This design comes from an exercise in tuning for small area, a short achievable clock period and few clock cycles per item on the open sky130 flow, not from production work.
In this exercise RTL edits were held to simulation tests only and were not proved equivalent to the original.

==> v34: inputs <==
==> flow/design.v (excerpt) <==
module net_proc (
    input logic clk,
    input logic start,
    output logic done,
    output logic [3:0] max_idx_10,
    input logic ext_mem_rst,
    input logic ext_mem_we,
    input logic [7:0] ext_mem_wdata,
    output logic [12:0] inst_addr,
    input logic [237:0] inst_data,
    output logic res_valid,
    output logic [7:0] res_data
);
==> flow/config.mk <==
export PLATFORM = sky130hd
export DESIGN_NAME = net_proc
export DESIGN_NICKNAME = net_proc
export VERILOG_FILES = /design/flow/design.v
export SDC_FILE = /design/flow/constraint.sdc
export NUM_CORES = 8
export LEC_CHECK = 0
export CAP_MARGIN = 20
export CORE_MARGIN = 2
export CORE_UTILIZATION = 40
export SLEW_MARGIN = 20
export SYNTH_MEMORY_MAX_BITS = 16384
==> flow/constraint.sdc <==
create_clock -name core_clock -period 10.0 [get_ports {clk}]
set_input_delay 2.0000 -clock core_clock [delete_from_list [all_inputs] [get_ports {clk}]]
set_output_delay 2.0000 -clock core_clock [all_outputs]
set_load 0.01 [all_outputs]
standard.sh (not shown) runs the stock make flow with config.mk's settings and CLKGATE_MAP_FILE= SYNTH_SCRIPT=/design/flow/synth_recipe.tcl, a recipe that flattens the netlist after the stock synthesis.
==> flow/flow/run.sh <==
#!/bin/bash
set -euo pipefail
MARGIN=${MARGIN:-6.3}
CTS="-sink_clustering_enable -repair_clock_nets -sink_clustering_size 20 -sink_clustering_max_diameter 60 -sink_clustering_buffer sky130_fd_sc_hd__clkbuf_8 -dont_use_dummy_load"
W=$(pwd)
R=$W/orfs/results/$FLOW_PLATFORM/net_proc/base
bash standard.sh "$R/1_2_yosys.v" > "$W/synth.log" 2>&1
cp "$R/1_2_yosys.v" "$W/1_2_yosys.std.v"
python3 flow/fapol.py "$W/1_2_yosys.std.v" "$W/1_2_yosys.pol.v" > "$W/fapol.log" 2>&1
cp "$W/1_2_yosys.pol.v" "$R/1_2_yosys.v"
bash standard.sh "SETUP_SLACK_MARGIN=$MARGIN" "CTS_ARGS=$CTS" finish > "$W/finish.log" 2>&1
Other scripts of this flow, unchanged in this note and not shown: flow/flow/fapol.py
==> inputs of v20, as changes to v34 <==
--- a/flow/design.v
+++ b/flow/design.v
@@ -8319,19 +8319,18 @@
     end
     logic [4:0] wp_j, wp_j_n;     
     logic [4:0] wp_ch, wp_ch_n;   
     logic       res1_wr;          
     logic [8:0] res1_hd;          
-    logic       wp_clr;           
     logic       load_done;
     always_comb begin
         wp_j_n = wp_j;
         wp_ch_n = wp_ch;
-        if (ext_mem_rst || wp_clr) begin
+        if (ext_mem_rst) begin
             wp_j_n = 0;
             wp_ch_n = 0;
-        end else if (we_q || res1_wr) begin
+        end else if (we_q) begin
             if (wp_j == 26) begin
                 wp_j_n = 0;
                 wp_ch_n = wp_ch + 1;
             end else begin
                 wp_j_n = wp_j + 1;
@@ -8342,32 +8341,42 @@
         wp_j <= wp_j_n;
         wp_ch <= wp_ch_n;
         if (ext_mem_rst) load_done <= 1'b0;
         else if (we_q && wp_ch == 29) load_done <= 1'b1;
     end
-    logic [26:0] wp_oh;
+    logic [26:0] wp_oh, rs_oh;
+    logic [2:0] rs_ch;
     always_ff @(posedge clk) begin
         for (int j = 0; j < 27; j++) wp_oh[j] <= (wp_j_n == j);
+        if (ext_mem_rst) begin
+            rs_oh <= 27'd1;
+            rs_ch <= 3'd0;
+        end else if (res1_wr) begin
+            rs_oh <= {rs_oh[25:0], rs_oh[26]};
+            if (rs_oh[26]) rs_ch <= rs_ch + 3'd1;
+        end
     end
     logic [7:0] p783, p9;
     always_ff @(posedge clk) begin
         if (we_q && wp_ch == 29) p783 <= px_q;
         if (we_q && wp_ch == 0 && wp_j == 9) p9 <= px_q;
     end
     logic [4:0][26:0][8:0] hid;
     logic       hw_v;
     logic [2:0] hw_k;
     logic [8:0] hw_d;
+    logic [26:0] hw_oh;
     assign hw_v = we_q || res1_wr;
-    assign hw_k = we_q ? {1'b0, wp_ch[1:0]} : wp_ch[2:0];
+    assign hw_k = we_q ? {1'b0, wp_ch[1:0]} : rs_ch;
+    assign hw_oh = we_q ? wp_oh : rs_oh;
     assign hw_d = we_q ? {1'b0, px_q} : res1_hd;
     generate
         for (genvar k = 0; k < 5; k++) begin : g_hk
             for (genvar j = 0; j < 27; j++) begin : g_hj
                 if (k < 4 || j < 20) begin : g_cell
                     always_ff @(posedge clk)
-                        if (hw_v && hw_k == k && wp_oh[j]) hid[k][j] <= hw_d;
+                        if (hw_v && hw_k == k && hw_oh[j]) hid[k][j] <= hw_d;
                 end else begin : g_none
                     assign hid[k][j] = '0;
                 end
             end
         end
@@ -8428,11 +8437,10 @@
         else g_data_ok = start_seen;
     end
     assign g_end = g_run && gph == 26;
     assign g_start = m_g && gc <= 30 && g_data_ok && (g_run ? g_end : (gc == 0 || gph == 26));
     assign stall2 = m_l2 && f_n == 0 && f_pos == 4 && !h127_dd;    
-    assign wp_clr = g_start && gc == 30;
     logic to_l1, l1_end_n, l2_end_n, l2_adv;
     assign to_l1 = m_g && g_end && pc == 30;
     assign l1_end_n = f_pos == 29;           
     assign l2_end_n = f_pos == 4;
     assign l2_adv = m_l2 && !stall2;
@@ -8511,33 +8519,40 @@
     end
     logic [26:0][7:0] w_in;
     logic [14:0] d_in;
     assign w_in = inst_data[235:20];
     assign d_in = inst_data[14:0];
-    logic nx_hid, nx_p783;
-    logic [2:0] nx_k;
-    always_comb begin
-        nx_hid = (m_g && !(g_end && pc == 30)) || m_l1b || m_l2;
-        nx_p783 = m_l1 && f_pos == 28;
-        if (m_g) nx_k = {1'b0, (g_mid ? pc[1:0] : gc[1:0])};
-        else if (m_l2 && f_pos != 4) nx_k = f_pos[2:0] + 3'd1;
-        else if (m_l2 && stall2) nx_k = 3'd4;
-        else nx_k = 3'd0;
+    logic n_g_run, n_gmid;
+    logic [4:0] n_pc, n_gc, n_gph;
+    assign n_g_run = ext_mem_rst ? 1'b0 : (g_start ? 1'b1 : (g_end ? 1'b0 : g_run));
+    assign n_pc = g_start ? gc : pc;
+    assign n_gc = ext_mem_rst ? 5'd0 : (g_start ? gc + 5'd1 : gc);
+    assign n_gph = (g_start && gc == 0) ? 5'd0 : ((gph == 26) ? 5'd0 : gph + 5'd1);
+    assign n_gmid = n_g_run && n_gph != 26;
+    logic n_stall2;    
+    assign n_stall2 = n_m_l2 && n_n == 0 && n_pos == 4 && !h127_done;
+    logic sel_hid, sel_p783;
+    logic [4:0] sel_oh;
+    always_ff @(posedge clk) begin
+        sel_hid <= (n_m_g && !(n_g_run && n_gph == 26 && n_pc == 30)) || n_m_l1b || n_m_l2;
+        sel_p783 <= n_m_l1 && n_pos == 28;
+        for (int k = 0; k < 5; k++) begin
+            if (n_m_g) sel_oh[k] <= (k < 4) && ((n_gmid ? n_pc[1:0] : n_gc[1:0]) == k);
+            else if (n_m_l2 && n_pos != 4) sel_oh[k] <= (n_pos[2:0] + 3'd1 == k);
+            else if (n_m_l2 && n_stall2) sel_oh[k] <= (k == 4);
+            else sel_oh[k] <= (k == 0);
+        end
     end
     logic [26:0][8:0] lx;       
     always_ff @(posedge clk) begin
         for (int j = 0; j < 27; j++) begin
-            if (j == 0 && nx_p783) lx[j] <= {1'b0, p783};
-            else if (nx_hid) begin
-                case (nx_k)
-                    3'd0: lx[j] <= hid[0][j];
-                    3'd1: lx[j] <= hid[1][j];
-                    3'd2: lx[j] <= hid[2][j];
-                    3'd3: lx[j] <= hid[3][j];
-                    default: lx[j] <= hid[4][j];
-                endcase
-            end else lx[j] <= {1'b0, ring[1][j]};
+            if (j == 0 && sel_p783) lx[j] <= {1'b0, p783};
+            else if (sel_hid)
+                lx[j] <= ({9{sel_oh[0]}} & hid[0][j]) | ({9{sel_oh[1]}} & hid[1][j]) |
+                         ({9{sel_oh[2]}} & hid[2][j]) | ({9{sel_oh[3]}} & hid[3][j]) |
+                         ({9{sel_oh[4]}} & hid[4][j]);
+            else lx[j] <= {1'b0, ring[1][j]};
         end
     end
     logic s1_v, s1_restart, s1_last, s1_grp, s1_l2, s1_gbias;
     always_comb begin
         s1_v = 1'b0; s1_restart = 1'b0; s1_last = 1'b0; s1_grp = 1'b0;
@@ -8675,17 +8690,25 @@
         f1_l2 <= fin_l2;
         f1_last <= fin_last;
         f1_s <= pm_s;
         f1_c <= pm_c;
     end
+    logic fq_v, fq_l2, fq_last;
+    logic [39:0] fq_q;
+    always_ff @(posedge clk) begin
+        fq_v <= f1_v && !ext_mem_rst;
+        fq_l2 <= f1_l2;
+        fq_last <= f1_last;
+        fq_q <= f1_s + f1_c;
+    end
     logic [5:0] f1_sh;
     logic signed [7:0] f1_oo, f1_ooe;
-    assign f1_sh = f1_l2 ? sh2 : sh1;
-    assign f1_oo = f1_l2 ? oo2 : oo1;
+    assign f1_sh = fq_l2 ? sh2 : sh1;
+    assign f1_oo = fq_l2 ? oo2 : oo1;
     assign f1_ooe = (f1_sh == 6'd38) ? {f1_oo[6], f1_oo[6:0]} : f1_oo;
     logic [39:0] f1_q;
-    assign f1_q = f1_s + f1_c;
+    assign f1_q = fq_q;
     logic signed [39:0] f1_qc;
     assign f1_qc = $signed(f1_q) >>> {f1_sh[5:3], 3'b000};
     logic f1_ovf;
     always_comb begin
         f1_ovf = 1'b0;
@@ -8696,13 +8719,13 @@
     logic [17:0] f2_qc;
     logic [2:0] f2_shl;
     logic signed [7:0] f2_ooe;
     logic signed [10:0] f2_thi, f2_tlo;
     always_ff @(posedge clk) begin
-        f2_v <= f1_v && !ext_mem_rst;
-        f2_l2 <= f1_l2;
-        f2_last <= f1_last;
+        f2_v <= fq_v && !ext_mem_rst;
+        f2_l2 <= fq_l2;
+        f2_last <= fq_last;
         f2_qc <= f1_qc[17:0];
         f2_ovf <= f1_ovf;
         f2_neg <= f1_q[39];
         f2_shl <= f1_sh[2:0];
         f2_ooe <= f1_ooe;
==> flow/flow/run.sh (replaced) <==
#!/bin/bash
set -euo pipefail
MARGIN=${MARGIN:-6.3}
CTS="-sink_clustering_enable -repair_clock_nets -sink_clustering_size 20 -sink_clustering_max_diameter 60 -sink_clustering_buffer sky130_fd_sc_hd__clkbuf_8 -dont_use_dummy_load"
DONT=$(awk '/^export DONT_USE_CELLS \+=/ {on=1; sub(/^export DONT_USE_CELLS \+=/, "")}
           on {c = ($0 ~ /\\$/); sub(/\\$/, ""); printf "%s ", $0; if (!c) on=0}' \
       "$FLOW_HOME/platforms/$FLOW_PLATFORM/config.mk" | tr -s ' ')
DONT="$DONT sky130_fd_sc_hd__clkinvlp_2 sky130_fd_sc_hd__clkinvlp_4"
W=$(pwd)
R=$W/orfs/results/$FLOW_PLATFORM/net_proc/base
bash standard.sh "$R/1_2_yosys.v" > "$W/synth.log" 2>&1
cp "$R/1_2_yosys.v" "$W/1_2_yosys.std.v"
python3 flow/fapol.py "$W/1_2_yosys.std.v" "$W/1_2_yosys.pol.v" > "$W/fapol.log" 2>&1
cp "$W/1_2_yosys.pol.v" "$R/1_2_yosys.v"
echo "DONT_USE_CELLS=$DONT" > "$W/dont_use.log"
bash standard.sh "SETUP_SLACK_MARGIN=$MARGIN" "CTS_ARGS=$CTS" "DONT_USE_CELLS=$DONT" finish > "$W/finish.log" 2>&1
==> inputs of v27, as changes to v34 <==
--- a/flow/design.v
+++ b/flow/design.v
@@ -8342,14 +8342,10 @@
         wp_j <= wp_j_n;
         wp_ch <= wp_ch_n;
         if (ext_mem_rst) load_done <= 1'b0;
         else if (we_q && wp_ch == 29) load_done <= 1'b1;
     end
-    logic [26:0] wp_oh;
-    always_ff @(posedge clk) begin
-        for (int j = 0; j < 27; j++) wp_oh[j] <= (wp_j_n == j);
-    end
     logic [7:0] p783, p9;
     always_ff @(posedge clk) begin
         if (we_q && wp_ch == 29) p783 <= px_q;
         if (we_q && wp_ch == 0 && wp_j == 9) p9 <= px_q;
     end
@@ -8363,11 +8359,11 @@
     generate
         for (genvar k = 0; k < 5; k++) begin : g_hk
             for (genvar j = 0; j < 27; j++) begin : g_hj
                 if (k < 4 || j < 20) begin : g_cell
                     always_ff @(posedge clk)
-                        if (hw_v && hw_k == k && wp_oh[j]) hid[k][j] <= hw_d;
+                        if (hw_v && hw_k == k && wp_j == j) hid[k][j] <= hw_d;
                 end else begin : g_none
                     assign hid[k][j] = '0;
                 end
             end
         end
@@ -8514,16 +8510,14 @@
     assign w_in = inst_data[235:20];
     assign d_in = inst_data[14:0];
     logic nx_hid, nx_p783;
     logic [2:0] nx_k;
     always_comb begin
-        nx_hid = (m_g && !(g_end && pc == 30)) || m_l1b || m_l2;
+        nx_hid = n_m_g || n_m_l2;
         nx_p783 = m_l1 && f_pos == 28;
         if (m_g) nx_k = {1'b0, (g_mid ? pc[1:0] : gc[1:0])};
-        else if (m_l2 && f_pos != 4) nx_k = f_pos[2:0] + 3'd1;
-        else if (m_l2 && stall2) nx_k = 3'd4;
-        else nx_k = 3'd0;
+        else nx_k = n_pos[2:0];
     end
     logic [26:0][8:0] lx;       
     always_ff @(posedge clk) begin
         for (int j = 0; j < 27; j++) begin
             if (j == 0 && nx_p783) lx[j] <= {1'b0, p783};
@@ -8786,9 +8780,8 @@
                     t_fin <= 1'b1;
                 end
                 default: ;
             endcase
         end
-        if (start) max_idx_10 <= 4'd0;
-        else if (t_fin) max_idx_10 <= (t_lv >= t_rv) ? t_li : t_ri;
+        if (t_fin) max_idx_10 <= (t_lv >= t_rv) ? t_li : t_ri;
     end
 endmodule
==> flow/flow/run.sh (replaced) <==
#!/bin/bash
set -euo pipefail
MARGIN=${MARGIN:-6.2}
W=$(pwd)
R=$W/orfs/results/$FLOW_PLATFORM/net_proc/base
bash standard.sh "$R/1_2_yosys.v" > "$W/synth.log" 2>&1
cp "$R/1_2_yosys.v" "$W/1_2_yosys.std.v"
python3 flow/fapol.py "$W/1_2_yosys.std.v" "$W/1_2_yosys.pol.v" > "$W/fapol.log" 2>&1
cp "$W/1_2_yosys.pol.v" "$R/1_2_yosys.v"
bash standard.sh SETUP_SLACK_MARGIN=$MARGIN finish > "$W/finish.log" 2>&1
- CTS_CLUSTER_DIAMETER: not set -> 80
- CTS_CLUSTER_SIZE: not set -> 30
- SYNTH_MEMORY_MAX_BITS: 16384 -> not set
==> metrics.yaml <==
outcome: "finished clean"
syn_area_um2: 308000
fill_cells: 69000
nonClkBufAreaFrac: 0.0231
rr_startpoint: "wp_ch[0]"
vias: 175000
Source of the figures above: v20

==> metrics.yaml <==
outcome: "finished clean"
rr_startpoint: "f_n[4]"
nonClkBufAreaFrac: 0.0322
pg_comb_mw: 32.4
vias: 178000
r2r_end: "lx[113]"
switching_share: 0.350
fill_cells: 68500
crit_start: "f_n[4]"
drt_pre_antenna_iters: 8
Source of the figures above: v27

==> metrics.yaml <==
outcome: "finished clean"
rr_startpoint: "f_pos[0]"
grt_setup_unrepaired: "yes"
highest_layer: "met5"
syn_area_um2: 310000
nonClkBufAreaFrac: 0.0252
Source of the figures above: v34

Testbench counts of v34, summed over its fixed seeds: cycles 47,556, inferences 12.
Testbench counts of v20, summed over its fixed seeds: cycles 47,580, inferences 12.
Testbench counts of v27, summed over its fixed seeds: cycles 47,556, inferences 12.

-- static timing again, ports no longer ideal --
How much do the figures lean on ideal ports? The routed layouts below were timed once more, with nothing changed but the port constraints.
Step 1 assumes that a clkbuf_16 drives the clock port and a buf_2 every other input.
Step 2 adds t to the input delays and takes it off the output delays; t is the mean of the earliest and latest rising clock arrival at the registers after step 1. Input paths then give back, and output paths get back, about the clock's delay inside the block.
Three values: ideal ports, drivers, drivers and shift; two values: the first two.
run | shift t [ns] | setup WS [ns] | latest minus earliest clock arrival (ns) | cell pins on the clock port's net
v34 | 1.228 | 6.209 / 6.004 / 4.775 | 0.158 / 0.157 | 1
v20 | 1.210 | 6.198 / 6.128 / 4.919 | 0.171 / 0.171 | 1
v27 | 1.226 | 5.807 / 5.807 / 4.739 | 0.128 / 0.129 | 1
After both steps setup and hold are still met in every run listed. The setup slack of v34, which loses most, moves by -0.205 ns with the drivers and by -1.434 ns with both steps.
